What follows belongs to an exercise in optimizing a design on an open flow for small area and a short achievable clock period; a production flow would make more cautious choices. Function was not checked in any run shown here: the RTL went through the layout flow alone. Power figures rest on the tool's default switching activity, not on a simulated workload.

==> flow/design.v <==
module mac_16bit(out_rounded,md,mr,clk,rst);
output reg [26:0] out_rounded;
input [15:0] md,mr;
input clk,rst;
reg [15:0] MD;
reg [7:0] ONE, TWO, NEG;         
reg [84:0] P;                  
reg [39:0] acc;
reg [8:0] k;       
reg clr;           
reg z1;            
reg r1, z2;        
wire zero = !rst | clr;
wire [16:0] mrx = {mr, 1'b0};
wire [7:0] one_n, two_n, neg_n;
genvar g;
generate for (g = 0; g < 8; g = g + 1) begin : enc
  assign one_n[g] = mrx[2*g+1] ^ mrx[2*g];
  assign two_n[g] = (mrx[2*g+2] & ~mrx[2*g+1] & ~mrx[2*g]) | (~mrx[2*g+2] & mrx[2*g+1] & mrx[2*g]);
  assign neg_n[g] = mrx[2*g+2] & ~(mrx[2*g+1] & mrx[2*g]);
end endgenerate
wire [16:0] pp0 = (({17{ONE[0]}} & {MD[15], MD}) | ({17{TWO[0]}} & {MD, 1'b0})) ^ {17{NEG[0]}};
wire ns0 = ~pp0[16];
wire [16:0] pp1 = (({17{ONE[1]}} & {MD[15], MD}) | ({17{TWO[1]}} & {MD, 1'b0})) ^ {17{NEG[1]}};
wire ns1 = ~pp1[16];
wire [16:0] pp2 = (({17{ONE[2]}} & {MD[15], MD}) | ({17{TWO[2]}} & {MD, 1'b0})) ^ {17{NEG[2]}};
wire ns2 = ~pp2[16];
wire [16:0] pp3 = (({17{ONE[3]}} & {MD[15], MD}) | ({17{TWO[3]}} & {MD, 1'b0})) ^ {17{NEG[3]}};
wire ns3 = ~pp3[16];
wire [16:0] pp4 = (({17{ONE[4]}} & {MD[15], MD}) | ({17{TWO[4]}} & {MD, 1'b0})) ^ {17{NEG[4]}};
wire ns4 = ~pp4[16];
wire [16:0] pp5 = (({17{ONE[5]}} & {MD[15], MD}) | ({17{TWO[5]}} & {MD, 1'b0})) ^ {17{NEG[5]}};
wire ns5 = ~pp5[16];
wire [16:0] pp6 = (({17{ONE[6]}} & {MD[15], MD}) | ({17{TWO[6]}} & {MD, 1'b0})) ^ {17{NEG[6]}};
wire ns6 = ~pp6[16];
wire [16:0] pp7 = (({17{ONE[7]}} & {MD[15], MD}) | ({17{TWO[7]}} & {MD, 1'b0})) ^ {17{NEG[7]}};
wire ns7 = ~pp7[16];
wire as1, ac2; assign {ac2, as1} = {1'b0, pp0[10]} + {1'b0, pp1[8]};
wire as3, ac4; assign {ac4, as3} = {1'b0, pp0[11]} + {1'b0, pp1[9]};
wire as5, ac6; assign {ac6, as5} = {1'b0, pp0[12]} + {1'b0, pp1[10]} + {1'b0, pp2[8]};
wire as7, ac8; assign {ac8, as7} = {1'b0, pp3[6]} + {1'b0, pp4[4]};
wire as9, ac10; assign {ac10, as9} = {1'b0, pp0[13]} + {1'b0, pp1[11]} + {1'b0, pp2[9]};
wire as11, ac12; assign {ac12, as11} = {1'b0, pp3[7]} + {1'b0, pp4[5]};
wire as13, ac14; assign {ac14, as13} = {1'b0, pp0[14]} + {1'b0, pp1[12]} + {1'b0, pp2[10]};
wire as15, ac16; assign {ac16, as15} = {1'b0, pp3[8]} + {1'b0, pp4[6]} + {1'b0, pp5[4]};
wire as17, ac18; assign {ac18, as17} = {1'b0, pp6[2]} + {1'b0, pp7[0]};
wire as19, ac20; assign {ac20, as19} = {1'b0, pp0[15]} + {1'b0, pp1[13]} + {1'b0, pp2[11]};
wire as21, ac22; assign {ac22, as21} = {1'b0, pp3[9]} + {1'b0, pp4[7]} + {1'b0, pp5[5]};
wire as23, ac24; assign {ac24, as23} = {1'b0, pp6[3]} + {1'b0, pp7[1]};
wire as25 = ~(ns0 ^ pp1[14]); wire ac26 = ns0 | pp1[14];
wire as27, ac28; assign {ac28, as27} = {1'b0, pp2[12]} + {1'b0, pp3[10]} + {1'b0, pp4[8]};
wire as29, ac30; assign {ac30, as29} = {1'b0, pp5[6]} + {1'b0, pp6[4]} + {1'b0, pp7[2]};
wire as31 = ~(pp1[15] ^ pp2[13]); wire ac32 = pp1[15] | pp2[13];
wire as33, ac34; assign {ac34, as33} = {1'b0, pp3[11]} + {1'b0, pp4[9]} + {1'b0, pp5[7]};
wire as35, ac36; assign {ac36, as35} = {1'b0, pp6[5]} + {1'b0, pp7[3]};
wire as37, ac38; assign {ac38, as37} = {1'b0, ns1} + {1'b0, pp2[14]} + {1'b0, pp3[12]};
wire as39, ac40; assign {ac40, as39} = {1'b0, pp4[10]} + {1'b0, pp5[8]} + {1'b0, pp6[6]};
wire as41 = ~(pp2[15] ^ pp3[13]); wire ac42 = pp2[15] | pp3[13];
wire as43, ac44; assign {ac44, as43} = {1'b0, pp4[11]} + {1'b0, pp5[9]};
wire as45, ac46; assign {ac46, as45} = {1'b0, ns2} + {1'b0, pp3[14]} + {1'b0, pp4[12]};
wire as47 = ~pp3[15];
wire as48, ac49; assign {ac49, as48} = {1'b0, pp0[6]} + {1'b0, pp1[4]};
wire as50, ac51; assign {ac51, as50} = {1'b0, pp0[7]} + {1'b0, pp1[5]};
wire as52, ac53; assign {ac53, as52} = {1'b0, pp0[8]} + {1'b0, pp1[6]} + {1'b0, pp2[4]};
wire as54, ac55; assign {ac55, as54} = {1'b0, pp3[2]} + {1'b0, pp4[0]};
wire as56, ac57; assign {ac57, as56} = {1'b0, pp0[9]} + {1'b0, pp1[7]} + {1'b0, pp2[5]};
wire as58, ac59; assign {ac59, as58} = {1'b0, pp3[3]} + {1'b0, pp4[1]};
wire as60, ac61; assign {ac61, as60} = {1'b0, as1} + {1'b0, pp2[6]} + {1'b0, pp3[4]};
wire as62, ac63; assign {ac63, as62} = {1'b0, pp4[2]} + {1'b0, pp5[0]} + {1'b0, NEG[5]};
wire as64, ac65; assign {ac65, as64} = {1'b0, as3} + {1'b0, pp2[7]} + {1'b0, pp3[5]};
wire as66, ac67; assign {ac67, as66} = {1'b0, pp4[3]} + {1'b0, pp5[1]} + {1'b0, ac2};
wire as68, ac69; assign {ac69, as68} = {1'b0, as5} + {1'b0, as7} + {1'b0, pp5[2]};
wire as70, ac71; assign {ac71, as70} = {1'b0, pp6[0]} + {1'b0, NEG[6]} + {1'b0, ac4};
wire as72, ac73; assign {ac73, as72} = {1'b0, as9} + {1'b0, as11} + {1'b0, pp5[3]};
wire as74, ac75; assign {ac75, as74} = {1'b0, pp6[1]} + {1'b0, ac6} + {1'b0, ac8};
wire as76, ac77; assign {ac77, as76} = {1'b0, as13} + {1'b0, as15} + {1'b0, as17};
wire as78, ac79; assign {ac79, as78} = {1'b0, NEG[7]} + {1'b0, ac10} + {1'b0, ac12};
wire as80, ac81; assign {ac81, as80} = {1'b0, as19} + {1'b0, as21} + {1'b0, as23};
wire as82, ac83; assign {ac83, as82} = {1'b0, ac14} + {1'b0, ac16} + {1'b0, ac18};
wire as84, ac85; assign {ac85, as84} = {1'b0, as25} + {1'b0, as27} + {1'b0, as29};
wire as86, ac87; assign {ac87, as86} = {1'b0, ac20} + {1'b0, ac22} + {1'b0, ac24};
wire as88, ac89; assign {ac89, as88} = {1'b0, as31} + {1'b0, as33} + {1'b0, as35};
wire as90, ac91; assign {ac91, as90} = {1'b0, ac26} + {1'b0, ac28} + {1'b0, ac30};
wire as92, ac93; assign {ac93, as92} = {1'b0, as37} + {1'b0, as39} + {1'b0, pp7[4]};
wire as94, ac95; assign {ac95, as94} = {1'b0, ac32} + {1'b0, ac34} + {1'b0, ac36};
wire as96, ac97; assign {ac97, as96} = {1'b0, as41} + {1'b0, as43} + {1'b0, pp6[7]};
wire as98, ac99; assign {ac99, as98} = {1'b0, pp7[5]} + {1'b0, ac38} + {1'b0, ac40};
wire as100, ac101; assign {ac101, as100} = {1'b0, as45} + {1'b0, pp5[10]} + {1'b0, pp6[8]};
wire as102, ac103; assign {ac103, as102} = {1'b0, pp7[6]} + {1'b0, ac42} + {1'b0, ac44};
wire as104, ac105; assign {ac105, as104} = {1'b0, as47} + {1'b0, pp4[13]} + {1'b0, pp5[11]};
wire as106, ac107; assign {ac107, as106} = {1'b0, pp6[9]} + {1'b0, pp7[7]} + {1'b0, ac46};
wire as108, ac109; assign {ac109, as108} = {1'b0, ns3} + {1'b0, pp4[14]} + {1'b0, pp5[12]};
wire as110, ac111; assign {ac111, as110} = {1'b0, pp6[10]} + {1'b0, pp7[8]} + {1'b0, pp3[15]};
wire as112 = ~(pp4[15] ^ pp5[13]); wire ac113 = pp4[15] | pp5[13];
wire as114, ac115; assign {ac115, as114} = {1'b0, pp6[11]} + {1'b0, pp7[9]};
wire as116, ac117; assign {ac117, as116} = {1'b0, ns4} + {1'b0, pp5[14]} + {1'b0, pp6[12]};
wire as118 = ~pp5[15];
wire as119, ac120; assign {ac120, as119} = {1'b0, pp0[4]} + {1'b0, pp1[2]};
wire as121, ac122; assign {ac122, as121} = {1'b0, pp0[5]} + {1'b0, pp1[3]};
wire as123, ac124; assign {ac124, as123} = {1'b0, as48} + {1'b0, pp2[2]} + {1'b0, pp3[0]};
wire as125, ac126; assign {ac126, as125} = {1'b0, as50} + {1'b0, pp2[3]} + {1'b0, pp3[1]};
wire as127, ac128; assign {ac128, as127} = {1'b0, as52} + {1'b0, as54} + {1'b0, NEG[4]};
wire as129, ac130; assign {ac130, as129} = {1'b0, as56} + {1'b0, as58} + {1'b0, ac53};
wire as131, ac132; assign {ac132, as131} = {1'b0, as60} + {1'b0, as62} + {1'b0, ac57};
wire as133, ac134; assign {ac134, as133} = {1'b0, as64} + {1'b0, as66} + {1'b0, ac61};
wire as135, ac136; assign {ac136, as135} = {1'b0, as68} + {1'b0, as70} + {1'b0, ac65};
wire as137, ac138; assign {ac138, as137} = {1'b0, as72} + {1'b0, as74} + {1'b0, ac69};
wire as139, ac140; assign {ac140, as139} = {1'b0, as76} + {1'b0, as78} + {1'b0, ac73};
wire as141, ac142; assign {ac142, as141} = {1'b0, as80} + {1'b0, as82} + {1'b0, ac77};
wire as143, ac144; assign {ac144, as143} = {1'b0, as84} + {1'b0, as86} + {1'b0, ac81};
wire as145, ac146; assign {ac146, as145} = {1'b0, as88} + {1'b0, as90} + {1'b0, ac85};
wire as147, ac148; assign {ac148, as147} = {1'b0, as92} + {1'b0, as94} + {1'b0, ac89};
wire as149, ac150; assign {ac150, as149} = {1'b0, as96} + {1'b0, as98} + {1'b0, ac93};
wire as151, ac152; assign {ac152, as151} = {1'b0, as100} + {1'b0, as102} + {1'b0, ac97};
wire as153, ac154; assign {ac154, as153} = {1'b0, as104} + {1'b0, as106} + {1'b0, ac101};
wire as155, ac156; assign {ac156, as155} = {1'b0, as108} + {1'b0, as110} + {1'b0, ac105};
wire as157, ac158; assign {ac158, as157} = {1'b0, as112} + {1'b0, as114} + {1'b0, ac109};
wire as159, ac160; assign {ac160, as159} = {1'b0, as116} + {1'b0, pp7[10]} + {1'b0, ac113};
wire as161, ac162; assign {ac162, as161} = {1'b0, as118} + {1'b0, pp6[13]} + {1'b0, pp7[11]};
wire as163, ac164; assign {ac164, as163} = {1'b0, ns5} + {1'b0, pp6[14]} + {1'b0, pp7[12]};
wire as165 = ~pp6[15];
wire [84:0] pnext;
assign pnext[0] = pp0[0];
assign pnext[1] = NEG[0];
assign pnext[2] = pp0[1];
assign pnext[3] = pp0[2];
assign pnext[4] = pp1[0];
assign pnext[5] = NEG[1];
assign pnext[6] = pp0[3];
assign pnext[7] = pp1[1];
assign pnext[8] = as119;
assign pnext[9] = pp2[0];
assign pnext[10] = NEG[2];
assign pnext[11] = as121;
assign pnext[12] = pp2[1];
assign pnext[13] = ac120;
assign pnext[14] = as123;
assign pnext[15] = NEG[3];
assign pnext[16] = ac122;
assign pnext[17] = as125;
assign pnext[18] = ac49;
assign pnext[19] = ac124;
assign pnext[20] = as127;
assign pnext[21] = ac51;
assign pnext[22] = ac126;
assign pnext[23] = as129;
assign pnext[24] = ac55;
assign pnext[25] = ac128;
assign pnext[26] = as131;
assign pnext[27] = ac59;
assign pnext[28] = ac130;
assign pnext[29] = as133;
assign pnext[30] = ac63;
assign pnext[31] = ac132;
assign pnext[32] = as135;
assign pnext[33] = ac67;
assign pnext[34] = ac134;
assign pnext[35] = as137;
assign pnext[36] = ac71;
assign pnext[37] = ac136;
assign pnext[38] = as139;
assign pnext[39] = ac75;
assign pnext[40] = ac138;
assign pnext[41] = as141;
assign pnext[42] = ac79;
assign pnext[43] = ac140;
assign pnext[44] = as143;
assign pnext[45] = ac83;
assign pnext[46] = ac142;
assign pnext[47] = as145;
assign pnext[48] = ac87;
assign pnext[49] = ac144;
assign pnext[50] = as147;
assign pnext[51] = ac91;
assign pnext[52] = ac146;
assign pnext[53] = as149;
assign pnext[54] = ac95;
assign pnext[55] = ac148;
assign pnext[56] = as151;
assign pnext[57] = ac99;
assign pnext[58] = ac150;
assign pnext[59] = as153;
assign pnext[60] = ac103;
assign pnext[61] = ac152;
assign pnext[62] = as155;
assign pnext[63] = ac107;
assign pnext[64] = ac154;
assign pnext[65] = as157;
assign pnext[66] = ac111;
assign pnext[67] = ac156;
assign pnext[68] = as159;
assign pnext[69] = ac115;
assign pnext[70] = ac158;
assign pnext[71] = as161;
assign pnext[72] = ac117;
assign pnext[73] = ac160;
assign pnext[74] = as163;
assign pnext[75] = pp5[15];
assign pnext[76] = ac162;
assign pnext[77] = as165;
assign pnext[78] = pp7[13];
assign pnext[79] = ac164;
assign pnext[80] = ns6;
assign pnext[81] = pp7[14];
assign pnext[82] = pp6[15];
assign pnext[83] = pp7[15];
assign pnext[84] = ns7;
wire bs166, bc167; assign {bc167, bs166} = {1'b0, P[3]} + {1'b0, P[4]};
wire bs168, bc169; assign {bc169, bs168} = {1'b0, P[6]} + {1'b0, P[7]};
wire bx172 = P[8] ^ P[9]; wire bs170 = bx172 ^ P[10]; wire bc171 = bx172 ? P[10] : P[8];
wire bx175 = P[11] ^ P[12]; wire bs173 = bx175 ^ P[13]; wire bc174 = bx175 ? P[13] : P[11];
wire bx178 = P[14] ^ P[15]; wire bs176 = bx178 ^ P[16]; wire bc177 = bx178 ? P[16] : P[14];
wire bx181 = P[17] ^ P[18]; wire bs179 = bx181 ^ P[19]; wire bc180 = bx181 ? P[19] : P[17];
wire bx184 = P[20] ^ P[21]; wire bs182 = bx184 ^ P[22]; wire bc183 = bx184 ? P[22] : P[20];
wire bx187 = P[23] ^ P[24]; wire bs185 = bx187 ^ P[25]; wire bc186 = bx187 ? P[25] : P[23];
wire bx190 = P[26] ^ P[27]; wire bs188 = bx190 ^ P[28]; wire bc189 = bx190 ? P[28] : P[26];
wire bx193 = P[29] ^ P[30]; wire bs191 = bx193 ^ P[31]; wire bc192 = bx193 ? P[31] : P[29];
wire bx196 = P[32] ^ P[33]; wire bs194 = bx196 ^ P[34]; wire bc195 = bx196 ? P[34] : P[32];
wire bx199 = P[35] ^ P[36]; wire bs197 = bx199 ^ P[37]; wire bc198 = bx199 ? P[37] : P[35];
wire bx202 = P[38] ^ P[39]; wire bs200 = bx202 ^ P[40]; wire bc201 = bx202 ? P[40] : P[38];
wire bx205 = P[41] ^ P[42]; wire bs203 = bx205 ^ P[43]; wire bc204 = bx205 ? P[43] : P[41];
wire bx208 = P[44] ^ P[45]; wire bs206 = bx208 ^ P[46]; wire bc207 = bx208 ? P[46] : P[44];
wire bx211 = P[47] ^ P[48]; wire bs209 = bx211 ^ P[49]; wire bc210 = bx211 ? P[49] : P[47];
wire bx214 = P[50] ^ P[51]; wire bs212 = bx214 ^ P[52]; wire bc213 = bx214 ? P[52] : P[50];
wire bx217 = P[53] ^ P[54]; wire bs215 = bx217 ^ P[55]; wire bc216 = bx217 ? P[55] : P[53];
wire bx220 = P[56] ^ P[57]; wire bs218 = bx220 ^ P[58]; wire bc219 = bx220 ? P[58] : P[56];
wire bx223 = P[59] ^ P[60]; wire bs221 = bx223 ^ P[61]; wire bc222 = bx223 ? P[61] : P[59];
wire bx226 = P[62] ^ P[63]; wire bs224 = bx226 ^ P[64]; wire bc225 = bx226 ? P[64] : P[62];
wire bx229 = P[65] ^ P[66]; wire bs227 = bx229 ^ P[67]; wire bc228 = bx229 ? P[67] : P[65];
wire bx232 = P[68] ^ P[69]; wire bs230 = bx232 ^ P[70]; wire bc231 = bx232 ? P[70] : P[68];
wire bx235 = P[71] ^ P[72]; wire bs233 = bx235 ^ P[73]; wire bc234 = bx235 ? P[73] : P[71];
wire bx238 = P[74] ^ P[75]; wire bs236 = bx238 ^ P[76]; wire bc237 = bx238 ? P[76] : P[74];
wire bx241 = P[77] ^ P[78]; wire bs239 = bx241 ^ P[79]; wire bc240 = bx241 ? P[79] : P[77];
wire bx244 = P[80] ^ P[81]; wire bs242 = bx244 ^ P[82]; wire bc243 = bx244 ? P[82] : P[80];
wire bs245 = ~P[83];
wire bs246, bc247; assign {bc247, bs246} = {1'b0, P[0]} + {1'b0, P[1]};
wire bs248, bc249; assign {bc249, bs248} = {1'b0, P[2]} + {1'b0, acc[1]};
wire bx252 = bs166 ^ P[5]; wire bs250 = bx252 ^ acc[2]; wire bc251 = bx252 ? acc[2] : bs166;
wire bx255 = bs168 ^ acc[3]; wire bs253 = bx255 ^ bc167; wire bc254 = bx255 ? bc167 : bs168;
wire bx258 = bs170 ^ acc[4]; wire bs256 = bx258 ^ bc169; wire bc257 = bx258 ? bc169 : bs170;
wire bx261 = bs173 ^ acc[5]; wire bs259 = bx261 ^ bc171; wire bc260 = bx261 ? bc171 : bs173;
wire bx264 = bs176 ^ acc[6]; wire bs262 = bx264 ^ bc174; wire bc263 = bx264 ? bc174 : bs176;
wire bx267 = bs179 ^ acc[7]; wire bs265 = bx267 ^ bc177; wire bc266 = bx267 ? bc177 : bs179;
wire bx270 = bs182 ^ acc[8]; wire bs268 = bx270 ^ bc180; wire bc269 = bx270 ? bc180 : bs182;
wire bx273 = bs185 ^ acc[9]; wire bs271 = bx273 ^ bc183; wire bc272 = bx273 ? bc183 : bs185;
wire bx276 = bs188 ^ acc[10]; wire bs274 = bx276 ^ bc186; wire bc275 = bx276 ? bc186 : bs188;
wire bx279 = bs191 ^ acc[11]; wire bs277 = bx279 ^ bc189; wire bc278 = bx279 ? bc189 : bs191;
wire bx282 = bs194 ^ acc[12]; wire bs280 = bx282 ^ bc192; wire bc281 = bx282 ? bc192 : bs194;
wire bx285 = bs197 ^ acc[13]; wire bs283 = bx285 ^ bc195; wire bc284 = bx285 ? bc195 : bs197;
wire bx288 = bs200 ^ acc[14]; wire bs286 = bx288 ^ bc198; wire bc287 = bx288 ? bc198 : bs200;
wire bx291 = bs203 ^ acc[15]; wire bs289 = bx291 ^ bc201; wire bc290 = bx291 ? bc201 : bs203;
wire bx294 = bs206 ^ acc[16]; wire bs292 = bx294 ^ bc204; wire bc293 = bx294 ? bc204 : bs206;
wire bx297 = bs209 ^ acc[17]; wire bs295 = bx297 ^ bc207; wire bc296 = bx297 ? bc207 : bs209;
wire bx300 = bs212 ^ acc[18]; wire bs298 = bx300 ^ bc210; wire bc299 = bx300 ? bc210 : bs212;
wire bx303 = bs215 ^ acc[19]; wire bs301 = bx303 ^ bc213; wire bc302 = bx303 ? bc213 : bs215;
wire bx306 = bs218 ^ acc[20]; wire bs304 = bx306 ^ bc216; wire bc305 = bx306 ? bc216 : bs218;
wire bx309 = bs221 ^ acc[21]; wire bs307 = bx309 ^ bc219; wire bc308 = bx309 ? bc219 : bs221;
wire bx312 = bs224 ^ acc[22]; wire bs310 = bx312 ^ bc222; wire bc311 = bx312 ? bc222 : bs224;
wire bx315 = bs227 ^ acc[23]; wire bs313 = bx315 ^ bc225; wire bc314 = bx315 ? bc225 : bs227;
wire bx318 = bs230 ^ acc[24]; wire bs316 = bx318 ^ bc228; wire bc317 = bx318 ? bc228 : bs230;
wire bx321 = bs233 ^ acc[25]; wire bs319 = bx321 ^ bc231; wire bc320 = bx321 ? bc231 : bs233;
wire bx324 = bs236 ^ acc[26]; wire bs322 = bx324 ^ bc234; wire bc323 = bx324 ? bc234 : bs236;
wire bx327 = bs239 ^ acc[27]; wire bs325 = bx327 ^ bc237; wire bc326 = bx327 ? bc237 : bs239;
wire bx330 = bs242 ^ acc[28]; wire bs328 = bx330 ^ bc240; wire bc329 = bx330 ? bc240 : bs242;
wire bx333 = bs245 ^ acc[29]; wire bs331 = bx333 ^ bc243; wire bc332 = bx333 ? bc243 : bs245;
wire bx336 = P[84] ^ acc[30]; wire bs334 = bx336 ^ P[83]; wire bc335 = bx336 ? P[83] : P[84];
wire bs337 = ~acc[31];
wire [7:0] yhi = 8'd0 + {7'd0, acc[31]} - 8'd1;
wire [39:0] opx = {acc[39:32], bs337, bs334, bs331, bs328, bs325, bs322, bs319, bs316, bs313, bs310, bs307, bs304, bs301, bs298, bs295, bs292, bs289, bs286, bs283, bs280, bs277, bs274, bs271, bs268, bs265, bs262, bs259, bs256, bs253, bs250, bs248, bs246};
wire [39:0] opy = {yhi, bc335, bc332, bc329, bc326, bc323, bc320, bc317, bc314, bc311, bc308, bc305, bc302, bc299, bc296, bc293, bc290, bc287, bc284, bc281, bc278, bc275, bc272, bc269, bc266, bc263, bc260, bc257, bc254, bc251, bc249, bc247, acc[0]};
wire [39:0] g0 = opx & opy;
wire [39:0] p0 = opx ^ opy;
wire G338 = p0[1] ? g0[0] : g0[1];
wire Q339 = p0[1] & p0[0];
wire G340 = p0[3] ? g0[2] : g0[3];
wire Q341 = p0[3] & p0[2];
wire G342 = p0[5] ? g0[4] : g0[5];
wire Q343 = p0[5] & p0[4];
wire G344 = p0[7] ? g0[6] : g0[7];
wire Q345 = p0[7] & p0[6];
wire G346 = p0[9] ? g0[8] : g0[9];
wire Q347 = p0[9] & p0[8];
wire G348 = p0[11] ? g0[10] : g0[11];
wire Q349 = p0[11] & p0[10];
wire G350 = p0[13] ? g0[12] : g0[13];
wire Q351 = p0[13] & p0[12];
wire G352 = p0[15] ? g0[14] : g0[15];
wire Q353 = p0[15] & p0[14];
wire G354 = p0[17] ? g0[16] : g0[17];
wire Q355 = p0[17] & p0[16];
wire G356 = p0[19] ? g0[18] : g0[19];
wire Q357 = p0[19] & p0[18];
wire G358 = p0[21] ? g0[20] : g0[21];
wire Q359 = p0[21] & p0[20];
wire G360 = p0[23] ? g0[22] : g0[23];
wire Q361 = p0[23] & p0[22];
wire G362 = p0[25] ? g0[24] : g0[25];
wire Q363 = p0[25] & p0[24];
wire G364 = p0[27] ? g0[26] : g0[27];
wire Q365 = p0[27] & p0[26];
wire G366 = p0[29] ? g0[28] : g0[29];
wire Q367 = p0[29] & p0[28];
wire G368 = p0[31] ? g0[30] : g0[31];
wire Q369 = p0[31] & p0[30];
wire G370 = p0[33] ? g0[32] : g0[33];
wire Q371 = p0[33] & p0[32];
wire G372 = p0[35] ? g0[34] : g0[35];
wire Q373 = p0[35] & p0[34];
wire G374 = p0[37] ? g0[36] : g0[37];
wire Q375 = p0[37] & p0[36];
wire G376 = p0[39] ? g0[38] : g0[39];
wire Q377 = p0[39] & p0[38];
wire G378 = p0[2] ? G338 : g0[2];
wire Q379 = p0[2] & Q339;
wire G380 = Q341 ? G338 : G340;
wire Q381 = Q341 & Q339;
wire G382 = p0[6] ? G342 : g0[6];
wire Q383 = p0[6] & Q343;
wire G384 = Q345 ? G342 : G344;
wire Q385 = Q345 & Q343;
wire G386 = p0[10] ? G346 : g0[10];
wire Q387 = p0[10] & Q347;
wire G388 = Q349 ? G346 : G348;
wire Q389 = Q349 & Q347;
wire G390 = p0[14] ? G350 : g0[14];
wire Q391 = p0[14] & Q351;
wire G392 = Q353 ? G350 : G352;
wire Q393 = Q353 & Q351;
wire G394 = p0[18] ? G354 : g0[18];
wire Q395 = p0[18] & Q355;
wire G396 = Q357 ? G354 : G356;
wire Q397 = Q357 & Q355;
wire G398 = p0[22] ? G358 : g0[22];
wire Q399 = p0[22] & Q359;
wire G400 = Q361 ? G358 : G360;
wire Q401 = Q361 & Q359;
wire G402 = p0[26] ? G362 : g0[26];
wire Q403 = p0[26] & Q363;
wire G404 = Q365 ? G362 : G364;
wire Q405 = Q365 & Q363;
wire G406 = p0[30] ? G366 : g0[30];
wire Q407 = p0[30] & Q367;
wire G408 = Q369 ? G366 : G368;
wire Q409 = Q369 & Q367;
wire G410 = p0[34] ? G370 : g0[34];
wire Q411 = p0[34] & Q371;
wire G412 = Q373 ? G370 : G372;
wire Q413 = Q373 & Q371;
wire G414 = p0[38] ? G374 : g0[38];
wire Q415 = p0[38] & Q375;
wire G416 = Q377 ? G374 : G376;
wire Q417 = Q377 & Q375;
wire G418 = p0[4] ? G380 : g0[4];
wire Q419 = p0[4] & Q381;
wire G420 = Q343 ? G380 : G342;
wire Q421 = Q343 & Q381;
wire G422 = Q383 ? G380 : G382;
wire Q423 = Q383 & Q381;
wire G424 = Q385 ? G380 : G384;
wire Q425 = Q385 & Q381;
wire G426 = p0[12] ? G388 : g0[12];
wire Q427 = p0[12] & Q389;
wire G428 = Q351 ? G388 : G350;
wire Q429 = Q351 & Q389;
wire G430 = Q391 ? G388 : G390;
wire Q431 = Q391 & Q389;
wire G432 = Q393 ? G388 : G392;
wire Q433 = Q393 & Q389;
wire G434 = p0[20] ? G396 : g0[20];
wire Q435 = p0[20] & Q397;
wire G436 = Q359 ? G396 : G358;
wire Q437 = Q359 & Q397;
wire G438 = Q399 ? G396 : G398;
wire Q439 = Q399 & Q397;
wire G440 = Q401 ? G396 : G400;
wire Q441 = Q401 & Q397;
wire G442 = p0[28] ? G404 : g0[28];
wire Q443 = p0[28] & Q405;
wire G444 = Q367 ? G404 : G366;
wire Q445 = Q367 & Q405;
wire G446 = Q407 ? G404 : G406;
wire Q447 = Q407 & Q405;
wire G448 = Q409 ? G404 : G408;
wire Q449 = Q409 & Q405;
wire G450 = p0[36] ? G412 : g0[36];
wire Q451 = p0[36] & Q413;
wire G452 = Q375 ? G412 : G374;
wire Q453 = Q375 & Q413;
wire G454 = Q415 ? G412 : G414;
wire Q455 = Q415 & Q413;
wire G456 = Q417 ? G412 : G416;
wire Q457 = Q417 & Q413;
wire G458 = p0[8] ? G424 : g0[8];
wire Q459 = p0[8] & Q425;
wire G460 = Q347 ? G424 : G346;
wire Q461 = Q347 & Q425;
wire G462 = Q387 ? G424 : G386;
wire Q463 = Q387 & Q425;
wire G464 = Q389 ? G424 : G388;
wire Q465 = Q389 & Q425;
wire G466 = Q427 ? G424 : G426;
wire Q467 = Q427 & Q425;
wire G468 = Q429 ? G424 : G428;
wire Q469 = Q429 & Q425;
wire G470 = Q431 ? G424 : G430;
wire Q471 = Q431 & Q425;
wire G472 = Q433 ? G424 : G432;
wire Q473 = Q433 & Q425;
wire G474 = p0[24] ? G440 : g0[24];
wire Q475 = p0[24] & Q441;
wire G476 = Q363 ? G440 : G362;
wire Q477 = Q363 & Q441;
wire G478 = Q403 ? G440 : G402;
wire Q479 = Q403 & Q441;
wire G480 = Q405 ? G440 : G404;
wire Q481 = Q405 & Q441;
wire G482 = Q443 ? G440 : G442;
wire Q483 = Q443 & Q441;
wire G484 = Q445 ? G440 : G444;
wire Q485 = Q445 & Q441;
wire G486 = Q447 ? G440 : G446;
wire Q487 = Q447 & Q441;
wire G488 = Q449 ? G440 : G448;
wire Q489 = Q449 & Q441;
wire G490 = p0[16] ? G472 : g0[16];
wire Q491 = p0[16] & Q473;
wire G492 = Q355 ? G472 : G354;
wire Q493 = Q355 & Q473;
wire G494 = Q395 ? G472 : G394;
wire Q495 = Q395 & Q473;
wire G496 = Q397 ? G472 : G396;
wire Q497 = Q397 & Q473;
wire G498 = Q435 ? G472 : G434;
wire Q499 = Q435 & Q473;
wire G500 = Q437 ? G472 : G436;
wire Q501 = Q437 & Q473;
wire G502 = Q439 ? G472 : G438;
wire Q503 = Q439 & Q473;
wire G504 = Q441 ? G472 : G440;
wire Q505 = Q441 & Q473;
wire G506 = Q475 ? G472 : G474;
wire Q507 = Q475 & Q473;
wire G508 = Q477 ? G472 : G476;
wire Q509 = Q477 & Q473;
wire G510 = Q479 ? G472 : G478;
wire Q511 = Q479 & Q473;
wire G512 = Q481 ? G472 : G480;
wire Q513 = Q481 & Q473;
wire G514 = Q483 ? G472 : G482;
wire Q515 = Q483 & Q473;
wire G516 = Q485 ? G472 : G484;
wire Q517 = Q485 & Q473;
wire G518 = Q487 ? G472 : G486;
wire Q519 = Q487 & Q473;
wire G520 = Q489 ? G472 : G488;
wire Q521 = Q489 & Q473;
wire G522 = p0[32] ? G520 : g0[32];
wire Q523 = p0[32] & Q521;
wire G524 = Q371 ? G520 : G370;
wire Q525 = Q371 & Q521;
wire G526 = Q411 ? G520 : G410;
wire Q527 = Q411 & Q521;
wire G528 = Q413 ? G520 : G412;
wire Q529 = Q413 & Q521;
wire G530 = Q451 ? G520 : G450;
wire Q531 = Q451 & Q521;
wire G532 = Q453 ? G520 : G452;
wire Q533 = Q453 & Q521;
wire G534 = Q455 ? G520 : G454;
wire Q535 = Q455 & Q521;
wire G536 = Q457 ? G520 : G456;
wire Q537 = Q457 & Q521;
wire [39:0] sum;
assign sum[0] = p0[0];
assign sum[1] = p0[1] ^ g0[0];
assign sum[2] = p0[2] ^ G338;
assign sum[3] = p0[3] ^ G378;
assign sum[4] = p0[4] ^ G380;
assign sum[5] = p0[5] ^ G418;
assign sum[6] = p0[6] ^ G420;
assign sum[7] = p0[7] ^ G422;
assign sum[8] = p0[8] ^ G424;
assign sum[9] = p0[9] ^ G458;
assign sum[10] = p0[10] ^ G460;
assign sum[11] = p0[11] ^ G462;
assign sum[12] = p0[12] ^ G464;
assign sum[13] = p0[13] ^ G466;
assign sum[14] = p0[14] ^ G468;
assign sum[15] = p0[15] ^ G470;
assign sum[16] = p0[16] ^ G472;
assign sum[17] = p0[17] ^ G490;
assign sum[18] = p0[18] ^ G492;
assign sum[19] = p0[19] ^ G494;
assign sum[20] = p0[20] ^ G496;
assign sum[21] = p0[21] ^ G498;
assign sum[22] = p0[22] ^ G500;
assign sum[23] = p0[23] ^ G502;
assign sum[24] = p0[24] ^ G504;
assign sum[25] = p0[25] ^ G506;
assign sum[26] = p0[26] ^ G508;
assign sum[27] = p0[27] ^ G510;
assign sum[28] = p0[28] ^ G512;
assign sum[29] = p0[29] ^ G514;
assign sum[30] = p0[30] ^ G516;
assign sum[31] = p0[31] ^ G518;
assign sum[32] = p0[32] ^ G520;
assign sum[33] = p0[33] ^ G522;
assign sum[34] = p0[34] ^ G524;
assign sum[35] = p0[35] ^ G526;
assign sum[36] = p0[36] ^ G528;
assign sum[37] = p0[37] ^ G530;
assign sum[38] = p0[38] ^ G532;
assign sum[39] = p0[39] ^ G534;
wire up = acc[12] & (acc[13] | (|acc[11:0]));
wire [26:0] rnd = acc[39:13] + {26'd0, up};
always @(posedge clk) begin
  MD <= md;
  ONE <= one_n;
  TWO <= two_n;
  NEG <= neg_n;
  P <= pnext;
  z1 <= zero;
  r1 <= !rst;
  z2 <= r1;
  if (zero | z1 | z2) acc <= 40'd0;
  else acc <= sum;
  out_rounded <= zero ? 27'd0 : rnd;
  if (zero) k <= {8'd0, clr};
  else k <= k + 9'd1;
  clr <= rst & !clr & (k == 9'd258);
end
endmodule
==> flow/run.sh <==
#!/bin/bash
# synth_recipe.tcl (not shown) runs the flow's synth.tcl, then flattens the netlist and writes it again
# the make line also repeats each setting of config.mk as NAME=value (left out here)
make -C /OpenROAD-flow-scripts/flow DESIGN_CONFIG=/design/flow/config.mk WORK_HOME=/design/flow/orfs CLKGATE_MAP_FILE= SYNTH_SCRIPT=/design/flow/synth_recipe.tcl finish
==> flow/config.mk <==
export PLATFORM = sky130hd
export DESIGN_NAME = mac_16bit
export DESIGN_NICKNAME = mac_16bit
export VERILOG_FILES = /design/flow/design.v
export SDC_FILE = /design/flow/constraint.sdc
export NUM_CORES = 4
export LEC_CHECK = 0
export CAP_MARGIN = 20
export CORE_MARGIN = 2
export CORE_UTILIZATION = 40
export SLEW_MARGIN = 20
==> flow/constraint.sdc <==
create_clock -name core_clock -period 6.9 [get_ports {clk}]
set_input_delay 1.3800 -clock core_clock [delete_from_list [all_inputs] [get_ports {clk}]]
set_output_delay 1.3800 -clock core_clock [all_outputs]
set_load 0.01 [all_outputs]
==> results.yml, run 1 <==
routing:
  drt-vias-per-instance: 5.06
  drtAntennaViolNets: 0
  drt_first_pass_iters: 5
  wl_per_cell_um: 16.1
  drt_iter0_drc: 431
  drt_wl_total_um: 28800
  vias: 9039
  drc: 0
cells_and_area:
  final_util: 0.455
  antenna_cells: 0
  instances_no_fill: 1785
  area_growth_pct: 12.7
  drive_above_1_share: 0.0506
  nets: 1498
  layout_commonest_cell: "xnor2_1"
  most-common-layout-cells: "214 x xnor2_1, 205 x dfxtp_1, 120 x a22oi_1, 87 x xor2_1, 86 x nor2_1"
  n_fill_cell: 3155
timing:
  maxSlewViolCount: 0
  finalCritPeriodShare: 0.508
  hold_viol: 0
  tightest_slew_ns: 1.13
  setup_tns_ns: 0
  finClkSkew_ns: 0.0122
  max_freq_ghz: 0.285
  setup_viol: 0
  fin_crit_ns: 3.51
  rsz0062_at_grt: "false"
  slew_headroom: 0.243
  whs_ns: 0.337
synth:
  synth_top_family_by_area: "adder cells"
  yosys.area_share.simple: 0.0957
  seq_area_frac_synth: 0.314
  synth_fa_ha_area_frac: 0.208
  synthesis.area_sq_um: 13100
  synth_xor_area_frac: 0.202
  synthesis.instances: 1327
  synth.net_count: 1499
  synth_compound_area_frac: 0.117
  synthMuxAreaShare: 0.0151
  synth_edf_count: 0
  synth-async-reset-ratio: 0
  ys_warn_count: 1
  synth-seq-cells: 205
  syn_area_per_cell_sq_um: 9.85
  synth_cell_types: 64
  ys.flop_type: "dfxtp_1"
status:
  status: "complete, no violations"
setup_path:
  crit_fanout: 6
  cpPeakStageDelay_ns: 0.52
  critPathRequiredTime_ns: 7.29
  reg2reg_from: "P[10]"
  startpoint_type: "flip-flop"
  crit_slowest_cell: "a2111o_1"
  r2r_setup_slack_ns: 3.39
  rr_endpoint: "acc[33]"
  end_kind: "flip-flop"
  crit_chain: "maj3_1 -> maj3_1 -> ha_1 -> nand4_1 -> a211o_1 -> a2111o_1 -> a21oi_4 -> nor2_1 -> fa_1 -> xor2_1 -> nor2_1"
  r2r_cells: 11
  critical_path_class: "flip-flop to flip-flop"
  arrival_ns: 3.90
floorplanning:
  start_util: 0.404
  die_height_um: 185
  core_area_sq_um: 32400
  dieArea_sq_um: 34100
  rows: 66
  num_io_pins: 61
  die_w_um: 185
power_and_ir_drop:
  powerDensity_nw_per_um2: 567
  p_leak_uw: 0.00568
  peakVddDrop_mv: 0.257
place:
  hpwl_um: 20200
  dp_cells: 1742
  port_buffers: 60
  globalplace.congestion: 0.815
clocking:
  tritoncts: "built"
  cts_buffers: 24
  cts_setup_buffers: 0
  path_clk_slew_ns: 0.06
  ctsHtreeMaxLevel: 1
  clock_tree.root_cell: "clkbuf_16"
  clock_latency_ns: 0.53
  clk_path_buf_depth: 3
  cts.sinks: 205
  hold_buffers: 0
  cts_resized: 0
grt:
  grt_remaining_overflow: 0
  grt_pass1_wl_um: 46700
  grt_pass1_vias: 8914
  grt_usage: 0.170
  antenna_found_initial: 0
  grt_max_degree: 40
hold_path:
  min_from: "r1"
  hold_path.class: "flip-flop to flip-flop"
  min_to: "z2"
  min_path_cells: 0
flow_run:
  drv_cap: 0
[layer usage]
metal | global-route usage | share of wire
met1 | 0.244 | 0.49
met2 | 0.265 | 0.44
met3 | 0.0277 | 0.055
met4 | 0.0448 | 0.017
met5 | 0 | 0
[worst max-delay path: cells and delay by family, from the launching register on]
kind | cells | cell delay (ns)
flops | 1 | 0.32
fa+ha+maj | 4 | 1.54
simple gates | 3 | 0.27
compound gates | 3 | 1.10
xor+xnor | 1 | 0.15
[flip-flops by register name (all words and copies together), names as in the netlist, 8 cells and up]
register and cells:
TWO 8, out_rounded 27, P 85, ONE 8, NEG 8, MD 16
k 9, acc 40
[where the power goes]
part / internal [uW] / switching (uW)
clock network: 825 / 506
logic: 2440 / 2820
registers: 1470 / 289
total: 4740 / 3620
[synthesized netlist by cell type, types with 23 or more instances]
cell type | number | share of area
clkbuf_1 | 76 | 0.022
dfxtp_1 | 205 | 0.31
o21ai_0 | 23 | 0.0088
ha_1 | 72 | 0.069
fa_1 | 66 | 0.10
a22oi_1 | 120 | 0.069
xnor2_1 | 214 | 0.14
inv_1 | 67 | 0.019
xor2_1 | 87 | 0.058
nor2_1 | 86 | 0.025
nand2_1 | 45 | 0.013
maj3_1 | 49 | 0.038
[how the worst max path moves through the flow]
stage	from	endpoint	slack (ns)	cells past startpoint
after floorplan	P[10]	acc[33]	3.68	12
after global placement	rst	acc[31]	2.99	5
after detailed placement	rst	acc[31]	2.97	5
after CTS	P[10]	acc[33]	3.36	11
after global routing	P[44]	acc[33]	3.19	13
final	P[10]	acc[33]	3.39	11
[stage by stage]
stage	area (sq um)	worst slack [ns]	total power, uW
after floorplan	13100	3.68	6140
after global placement	13900	2.99	6950
after detailed placement	13900	2.97	7020
after CTS	14700	3.36	8400
after global routing	14700	3.19	9140
final	14700	3.39	8360
[layout make-up]
cell class              instances  area [sq um]  area share
flip-flops and latches        205          4100       0.279
well taps                     442           553      0.0375
repair buffers                 66           646      0.0438
multi-input cells             962          8330       0.566
inverters                      67           251      0.0171
clock inverters                11           143     0.00968
clock buffers                  32           702      0.0476
[logic make-up (layout without fill, tap and decap cells)]
family                   Yosys count  after routing
AO/OA/AOI/OAI                    211            211
XOR/XNOR                         301            301
adder cells (fa/ha/maj)          187            187
buffers and inverters            160            176
flip-flops                       205            205
multiplexers                      19             19
AND/OR/NAND/NOR                  244            244
==> run 2: changes to the inputs <==
--- a/flow/config.mk
+++ b/flow/config.mk
@@ -8,4 +8,5 @@
 export CAP_MARGIN = 20
 export CORE_MARGIN = 2
 export CORE_UTILIZATION = 40
+export SETUP_SLACK_MARGIN = 3.6
 export SLEW_MARGIN = 20
==> results.yml, run 2 <==
synth:
  netlist.top_cell.by_area: "dfxtp_1"
  syn_area_per_cell_sq_um: 9.85
  synth_edf_count: 0
  synth_top_area_share: 0.314
  synth_commonest_cells: "214 x xnor2_1, 205 x dfxtp_1, 120 x a22oi_1, 87 x xor2_1, 86 x nor2_1"
  synth_most_common_cell: "xnor2_1"
  seq_area_frac_synth: 0.314
  synthTopCellsByArea: "dfxtp_1 31%, xnor2_1 14%, fa_1 10%"
  synth-async-reset-ratio: 0
  synthesis.instances: 1327
  ys.flop_type: "dfxtp_1"
  synthesis.area_sq_um: 13100
  synth-seq-cells: 205
  ys_warn_count: 1
  synth_cell_types: 64
  synth.net_count: 1499
setup_path:
  arrival_ns: 3.66
  critical_path_class: "flip-flop to flip-flop"
  r2r_cells: 12
  critPathRequiredTime_ns: 7.37
  crit_fanout: 6
  end_kind: "flip-flop"
  startpoint_type: "flip-flop"
floorplanning:
  num_io_pins: 61
  die_height_um: 185
  rows: 66
  core_area_sq_um: 32400
  start_util: 0.404
  dieArea_sq_um: 34100
  die_w_um: 185
hold_path:
  min_path_cells: 0
  hold_path.class: "flip-flop to flip-flop"
place:
  dp_cells: 1742
  port_buffers: 60
  globalplace.congestion: 0.815
  hpwl_um: 20200
  place_area_sq_um: 13900
clocking:
  clock_latency_ns: 0.53
  tritoncts: "built"
  path_clk_slew_ns: 0.06
  cts_buffers: 24
  clock_tree.root_cell: "clkbuf_16"
  ctsHtreeMaxLevel: 1
  clk_path_buf_depth: 3
  cts.sinks: 205
power_and_ir_drop:
  clkPwrFrac: 0.148
  peakVddDrop_mv: 0.305
  internal_power_uw: 5130
  p_sw_frac: 0.428
  p_seq_frac: 0.198
  p_leak_uw: 0.00581
  powerDensity_nw_per_um2: 594
  power_switching_uw: 3840
  p_comb_frac: 0.654
routing:
  drtAntennaViolNets: 0
  drt_first_pass_iters: 5
  drt-vias-per-instance: 5.07
  drc: 0
  wl_per_cell_um: 16.2
  drt_wl_total_um: 29100
  vias: 9108
  drt_iter0_drc: 444
cells_and_area:
  drive_above_1_share: 0.0872
  largest-register: "P"
  instances_no_fill: 1795
  largest_reg_flops: 85
  nets: 1508
  finalInstanceArea_sq_um: 15100
  most-common-layout-cells: "203 x dfxtp_1, 203 x xnor2_1, 120 x a22oi_1, 87 x xor2_1, 86 x nor2_1"
  antenna_cells: 0
  reg_top3: "P (85), acc (40), out_rounded (27)"
  area_growth_pct: 15.6
grt:
  grt_pass1_wl_um: 47100
  grt_pass1_vias: 8980
  antenna_found_initial: 0
  grt_usage: 0.172
  grt_remaining_overflow: 0
  grt_max_degree: 40
timing:
  rsz0062_at_grt: "false"
  tightest_slew_ns: 1.12
  maxSlewViolCount: 0
  hold_viol: 0
  slew_headroom: 0.250
  max_freq_ghz: 0.313
  fin_crit_ns: 3.19
  finClkSkew_ns: 0.0117
  setup_viol: 0
  finalCritPeriodShare: 0.463
  setup_tns_ns: 0
status:
  status: "complete, no violations"
flow_run:
  drv_cap: 0
[run 2: cell counts after synthesis]
Identical to the previous run, type by type.
[run 2: worst paths after layout]
kind         start      end  slack, ns
max          P[10]  acc[31]       3.71
min             r1       z2       0.34
max reg2reg  P[10]  acc[31]       3.71
min reg2reg     r1       z2       0.34
[run 2: power groups by stage]
stage / clock network (uW) / logic [uW] / registers (uW)
floorplan: 0 / 4480 / 1660
global placement: 0 / 5170 / 1780
detailed placement: 0 / 5230 / 1790
CTS: 1360 / 5500 / 1760
global route: 1410 / 6560 / 1810
finish: 1330 / 5870 / 1770
[run 2: cell families after synthesis]
kind of cell               Yosys count  synth area share
AOI/OAI and AO/OA                  211             0.117
xor gates and xnor gates           301             0.202
adders and majority gates          187             0.208
buffers and inverters              160            0.0483
DFF                                205             0.314
muxes                               19            0.0151
and+or+nand+nor                    244            0.0957
[run 2: layer usage]
layer	up-vias	GRT usage	part of all wire
met3	41	0.0277	0.057
met2	258	0.269	0.44
met4	0	0.0448	0.016
met5	-	0	0
met1	4298	0.246	0.49
li1	4511	-	-
[run 2: critical path, stage by stage (launching register included)]
cell	delay, ns
dfxtp_1	0.32
maj3_1	0.39
xnor2_1	0.15
xnor2_1	0.23
ha_4	0.26
nor3b_1	0.14
o211a_1	0.23
a2111o_1	0.49
buf_4	0.21
nand4_2	0.11
nor2_1	0.07
or4_1	0.46
nand2_1	0.07
[run 2: repair_timing]
item	in CTS	in global routing
endpoints found under the hold margin	0	0
setup endpoints to repair	13	18
resized for setup	12	37
pin swaps	7	13
hold buffers	0	0
setup buffers	5	5
[run 2: final cells by class]
cell class,instances,area [sq um]
multi-input combinational,962,8600
clock inverter,11,143
clock buffer,32,702
sequential,205,4110
tap,442,553
fill,3107,17300
timing repair buffer,76,746
inverter,67,251
[run 2: through the flow]
stage	total power (uW)	setup slack [ns]	util	hold WS (ns)
finish	8980	3.71	0.467	0.337
global route	9780	3.56	0.467	0.346
CTS	8620	3.58	0.459	0.341
detailed placement	7020	2.97	0.429	0.320
global placement	6950	2.99	0.429	0.321
floorplan	6140	3.68	-	0.310

-- port drivers added, routing unchanged --
How much do the figures lean on ideal ports? The routed layouts below were timed once more, with nothing changed but the port constraints. Step 1 (the two cells are an assumption about what drives the block):
set clk [get_ports {clk}]
set_driving_cell -lib_cell sky130_fd_sc_hd__clkbuf_16 $clk
set_driving_cell -lib_cell sky130_fd_sc_hd__buf_2 [delete_from_list [all_inputs] $clk]
Step 2 also shifts input and output timing later by t, the mid clock arrival at the registers, as if the neighbouring blocks saw the same clock. Three values: ideal, step 1, step 2; two values: the first two.
run | shift t [ns] | setup WS [ns] | slew at the worst register clock pin (ns) | pins driven straight from the clock port
run 1 | 0.572 | 3.392 / 3.392 / 2.979 | 0.07 / 0.07 | 1
run 2 | 0.573 | 3.708 / 3.708 / 3.235 | 0.06 / 0.06 | 1
After both steps every run listed still meets setup and hold. For run 2, which loses most, drivers alone change the setup slack by 0.000 ns; drivers and shift together by -0.473 ns.
